From an optimization exercise on the open Yosys and OpenROAD flow, aimed at small area and a short achievable clock period; shortcuts taken in it are not production practice. The RTL of this run was laid out without a check of its function. Power and IR drop assume default switching activity.

File: flow/config.mk
export PLATFORM = sky130hd
export DESIGN_NAME = max_priority_queue
export DESIGN_NICKNAME = max_priority_queue
export VERILOG_FILES = /design/flow/design.v
export SDC_FILE = /design/flow/constraint.sdc
export NUM_CORES = 4
export LEC_CHECK = 0
export CAP_MARGIN = 20
export CORE_MARGIN = 2
export CORE_UTILIZATION = 40
export CTS_BUF_LIST = sky130_fd_sc_hd__clkbuf_16
export CTS_CLUSTER_DIAMETER = 100
export CTS_CLUSTER_SIZE = 30
export PLACE_DENSITY = 0.5
export SLEW_MARGIN = 20
File: flow/constraint.sdc
create_clock -name core_clock -period 15.0 [get_ports {clk}]
set_input_delay 3.0000 -clock core_clock [delete_from_list [all_inputs] [get_ports {clk}]]
set_output_delay 3.0000 -clock core_clock [all_outputs]
set_load 0.01 [all_outputs]
File: flow/design.v
module max_priority_queue #(
    parameter DATA_WIDTH = 16,
    parameter PQ_DEPTH = 32
)(
    input wire clk,
    input wire reset,
    input wire [DATA_WIDTH-1:0] data_in,
    input wire valid_in,
    input wire [1:0] op,
    output wire ready_out,
    output wire [DATA_WIDTH-1:0] pq_out,
    output wire valid_out,
    input wire ready_in
);
    localparam W = DATA_WIDTH;
    localparam N = PQ_DEPTH;
    localparam CW = $clog2(PQ_DEPTH) + 1;
    reg [W*N-1:0] cv;        
    reg [W-1:0] d_reg;       
    reg pend_push, pend_pop, pend_clr;
    reg [W-1:0] top;         
    reg [CW-1:0] cnt;        
    reg not_full, not_empty;
    function ge_small;
        input [W-1:0] a;
        input [W-1:0] b;
        integer k;
        reg c;
        begin
            c = 1'b1;
            for (k = 0; k < W; k = k + 1)
                c = (a[k] & ~b[k]) | (a[k] & c) | (~b[k] & c);
            ge_small = c;
        end
    endfunction
    function ge_fast;
        input [W-1:0] a;
        input [W-1:0] b;
        integer k, n;
        reg [W-1:0] gt, lt;
        begin
            gt = a & ~b;
            lt = ~a & b;
            for (n = 1; n < W; n = n * 2)
                for (k = 0; k + n < W; k = k + 2 * n) begin
                    gt[k] = gt[k + n] | (~lt[k + n] & gt[k]);
                    lt[k] = lt[k + n] | (~gt[k + n] & lt[k]);
                end
            ge_fast = ~lt[0];
        end
    endfunction
    wire push_in = ~reset & (op == 2'b01) & valid_in & not_full;
    wire pop_in  = ~reset & (op == 2'b10) & ready_in & not_empty;
    wire [N:0] g;
    assign g[0] = 1'b1;
    genvar i;
    generate
        for (i = 0; i < N; i = i + 1) begin : cmp
            if (i < 2) begin : cf
                assign g[i+1] = ge_fast(cv[W*i +: W], d_reg);
            end else begin : cs
                assign g[i+1] = ge_small(cv[W*i +: W], d_reg);
            end
        end
    endgenerate
    wire [W*(N+2)-1:0] ext = {{W{1'b0}}, cv, {W{1'b0}}};    
    generate
        for (i = 0; i < N; i = i + 1) begin : cells
            wire take_d    = ~pend_clr & pend_push & ~g[i+1] & g[i];
            wire take_prev = ~pend_clr & pend_push & ~g[i];
            wire take_next = ~pend_clr & pend_pop;
            wire keep      = ~pend_clr & ~pend_push & ~pend_pop | pend_push & g[i+1];
            wire [W-1:0] q;
            pq_cell #(.W(W)) u_cell (
                .clk(clk), .keep(keep), .take_d(take_d), .take_prev(take_prev), .take_next(take_next),
                .d(d_reg), .prev_v(ext[W*i +: W]), .next_v(ext[W*(i+2) +: W]), .q(q)
            );
            always @(*) cv[W*i +: W] = q;
        end
    endgenerate
    always @(posedge clk) begin
        d_reg <= data_in;
        pend_push <= push_in;
        pend_pop <= pop_in;
        pend_clr <= reset;
    end
    wire [W-1:0] c0 = cv[0 +: W];
    wire [W-1:0] c1 = cv[W +: W];
    wire [W-1:0] c2 = cv[2*W +: W];
    reg [W-1:0] second;
    always @(*) begin
        if (pend_clr)
            second = {W{1'b0}};
        else if (pend_push)
            second = ~g[1] ? c0 : (g[2] ? c1 : d_reg);
        else if (pend_pop)
            second = c2;
        else
            second = c1;
    end
    wire top_ge_x = ge_fast(top, data_in);
    always @(posedge clk) begin
        if (reset)
            top <= {W{1'b0}};
        else if (push_in & ~top_ge_x)
            top <= data_in;
        else if (pop_in)
            top <= second;
    end
    always @(posedge clk) begin
        if (reset) begin
            cnt <= {CW{1'b0}};
            not_full <= 1'b1;
            not_empty <= 1'b0;
        end else if (push_in) begin
            cnt <= cnt + 1'b1;
            not_full <= (cnt != N-1);
            not_empty <= 1'b1;
        end else if (pop_in) begin
            cnt <= cnt - 1'b1;
            not_full <= 1'b1;
            not_empty <= (cnt != 1);
        end
    end
    assign pq_out = top;
    assign valid_out = not_empty;
    assign ready_out = not_full;
endmodule
module pq_cell #(parameter W = 16) (
    input wire clk,
    input wire keep,
    input wire take_d,
    input wire take_prev,
    input wire take_next,
    input wire [W-1:0] d,
    input wire [W-1:0] prev_v,
    input wire [W-1:0] next_v,
    output reg [W-1:0] q
);
    always @(posedge clk)
        q <= ({W{keep}} & q) | ({W{take_d}} & d) | ({W{take_prev}} & prev_v) | ({W{take_next}} & next_v);
endmodule
File: flow/flow/run.sh
#!/bin/bash
# Standard layout, with the synthesis buffers removed before placement and
# timing repair aimed well below the clock period.
set -euo pipefail
bash standard.sh SETUP_SLACK_MARGIN=11 REMOVE_ABC_BUFFERS=1 finish > standard_flow.log 2>&1
File: flow/standard.sh
#!/bin/bash
# synth_recipe.tcl (not shown) runs the flow's synth.tcl, then flattens the netlist and writes it again
# the make line also repeats each setting of config.mk as NAME=value (left out here)
make -C /OpenROAD-flow-scripts/flow DESIGN_CONFIG=/design/flow/config.mk WORK_HOME=/design/flow/orfs CLKGATE_MAP_FILE= SYNTH_SCRIPT=/design/flow/synth_recipe.tcl "${@:-finish}"
==> results.txt <==
logic make-up after synthesis:
logic type / after synthesis / synth area share (%)
compound gates: 1446 / 36.79
xor+xnor: 5 / 0.1365
fa+ha+maj: 125 / 3.999
buf+inv: 548 / 7.506
flops: 555 / 34.64
mux: 33 / 1.030
simple gates: 1094 / 15.89
final timing paths:
kind | from | end | cells past startpoint
worst max-delay path | data_in[0] | top[11] | 12
worst min-delay path | cells[25].u_cell.q[13] | cells[24].u_cell.q[13] | 2
worst max register to register | d_reg[0] | top[8] | 13
worst min register to register | cells[25].u_cell.q[13] | cells[24].u_cell.q[13] | 2
metrics by stage:
step                total power [W]  TNS [ns]  cells
global route               0.002851         0   4719
CTS                        0.002778         0   4706
floorplan                  0.001638  -1681.75   3460
detailed placement         0.001759         0   4620
global placement           0.001757         0   4619
finish                     0.002788         0   4719
power breakdown:
group / internal [W] / switching, W / total [W]
clock network: 0.000423 / 0.000612 / 0.00104
logic: 0.0000658 / 0.000195 / 0.000261
registers: 0.00148 / 0.0000146 / 0.00149
total: 0.00197 / 0.000822 / 0.00279
worst min-delay path, stage by stage, from the launching register on:
cell	delay (ns)
dfxtp_1	0.34
nand2_1	0.07
nand2_1	0.04
layer usage:
layer  track usage (%)  vias up  part of all wire (%)
li1                  -    14580                     -
met1             47.53    16270                    44
met2             46.37     1975                    42
met3             5.254      228                    11
met4             9.635        0                   3.2
met5                 0        -                     0
placed cells by master, fill, tap and decap left out, types with 33 or more instances in the layout:
cell type | Yosys | final
nand2_1 | 571 | 565
dfxtp_1 | 555 | 519
a222oi_1 | 340 | 340
inv_1 | 189 | 184
o21ai_0 | 164 | 163
a221o_1 | 140 | 140
nor2_1 | 150 | 131
nand2b_1 | 127 | 120
nor2b_1 | 112 | 108
a22o_1 | 102 | 102
maj3_1 | 103 | 99
o22ai_1 | 100 | 99
a21oi_1 | 97 | 92
buf_4 | 23 | 91
a22oi_1 | 83 | 83
o211ai_1 | 57 | 57
o221ai_1 | 53 | 52
o21ai_1 | 41 | 40
mux2i_1 | 33 | 33
cell type report:
type                       count  share of cell area [%]
sequential                   555                   31.85
timing repair buffer         152                   4.107
timing repair inverter         1                 0.02137
tap                         1050                   3.740
multi-input combinational   2704                   55.07
clock inverter                24                  0.8051
inverter                     202                   2.201
clock buffer                  31                   2.209
what timing repair did:
item	4_1_cts	5_1_grt
setup endpoints to repair	394	475
hold buffers	0	0
gates cloned	2	1
pin swaps	31	29
buffers inserted	29	11
resized for setup	240	90
==> out/metrics.yaml <==
critical_path:
  crit_path_top_delay_cell: "maj3_2"
  arrival_ns: 4.94
  reg2reg_slack_ns: 10.87
  crit_path_start_kind: "input pin"
  path_class: "in -> reg"
  cp.required_ns: 15.55
  end_kind: "flip-flop"
  crit_chain: "buf_8, nand2b_4, maj3_2, a221oi_4, nor3_4, o2bb2ai_4, a211oi_4, nor3_2, buf_4, buf_12, nand2_1, o41ai_2"
  path_buf_inv: 3
  slowest_delay_ns: 0.36
  cp_top_family: "compound AO/OA/AOI/OAI gates"
  critPathMaxFanout: 13
finish:
  postLayoutCellArea_mm2: 0.03512
  drive_gt1_share_pct: 12.46
  syn2layout_area_growth_pct: 9.515
  multiInputGateArea_mm2: 0.01934
  fin_nets: 3671
  antenna_cells: 0
  post-route-util_pct: 44.39
  layout.area.seq_mm2: 0.01119
  largest_reg_flops: 512
  fill_cells: 7788
pwr:
  irDropWorstVdd_mv: 0.09170
  power_density_mw_per_mm2: 79.39
  p_leak_nw: 12.03
clock_network:
  insertion_delay_ns: 0.67
  clock-sinks: 555
  cts_buffer_depth: 3
  clk_pin_slew_ns: 0.12
  numCtsBuffers: 30
  tritoncts: "built"
  clockRootBuffer: "clkbuf_16"
  cts_htree_levels: 1
logic_synthesis:
  synthTopCellsByArea: "dfxtp_1, a222oi_1, nand2_1"
  seq_area_frac_synth_pct: 34.64
  synth_edf_count: 0
  synth.distinct_cells: 100
  yosys.area.top_type: "dfxtp_1"
  syn_area_per_cell_um2: 8.427
  synth_most_common_cell: "nand2_1"
  syn_area_mm2: 0.03207
  synthArstFlopShare_pct: 0
  synth_ff_type: "dfxtp_1"
  synth-seq-cells: 555
  synth.top_cell.area_share_pct: 34.64
  synth_common_cells: "nand2_1, dfxtp_1, a222oi_1"
  yosysWarnings: 2
  syn_inst: 3806
global_routing:
  grt-ovfl-total: 0
  first_global_vias: 30390
  grt_max_degree: 232
  grt_pass1_wl_mm: 202.5
  antenna_found_initial: 1
  grt_usage_pct: 31.82
timing:
  worst_pin_slew_ns: 1.120
  finalHoldViolCount: 0
  setup_viol: 0
  slew_viol_final: 0
  skew_ns: 0.02598
  fin_hold_ws_ns: 0.4748
  clock.fmax_mhz: 227.8
  fin_crit_ns: 4.390
  timing.final.crit_share_pct: 29.27
  rsz0062_at_grt: "yes"
  slew_headroom_pct: 25.30
  worst_slack_ns: 10.61
status:
  status: "finished clean"
floorplan:
  rows: 103
  initial_core_util_pct: 40.53
  core_area_mm2: 0.07913
  die_w_um: 287.2
  io_pins: 40
  die_y_um: 287.2
  die-area_mm2: 0.08246
drt:
  drt-initial-drc-count: 5951
  drc: 0
  dr.pass1.iters: 13
  drtAntennaViolNets: 0
  via_per_inst: 7.005
  wl_per_cell_um: 29.21
  num_vias: 33060
  drt-total-wl_mm: 137.8
run:
  maxCapViolations: 0
placed_design:
  dpl_worst_slack_ns: 8.836
  placed_cell_area_mm2: 0.03281
  dp.final_hpwl_mm: 91.31
  gp_congestion: 0.8916
  port_buffers: 39
hold_path:
  hold_class: "reg -> reg"

## port drivers added, routing unchanged
No port has a modelled driver above. Below, the same layout with a new extraction and two added sets of constraints. Step 1: set_driving_cell puts a clkbuf_16 on clk and a buf_2 on each other input, an assumption about the parent block. Step 2 moves the port delays by t, midway between the first and last clock arrival at a register: inputs arrive t later, outputs are due t later. That takes back most of the time a late clock gives input paths. Three values: ideal ports, drivers, drivers and shift; two values: the first two.
t (ns): 0.724
setup slack, ns: 10.610 / 10.633 / 9.908
hold WS [ns]: 0.475 / 0.475 / 0.475
clock arrival spread, ns: 0.028 / 0.027
worst data-port slew with drivers (ns): 0.05
After both steps setup and hold are still met in this run. The setup slack of this run moves by +0.023 ns with the drivers and by -0.702 ns with both steps.
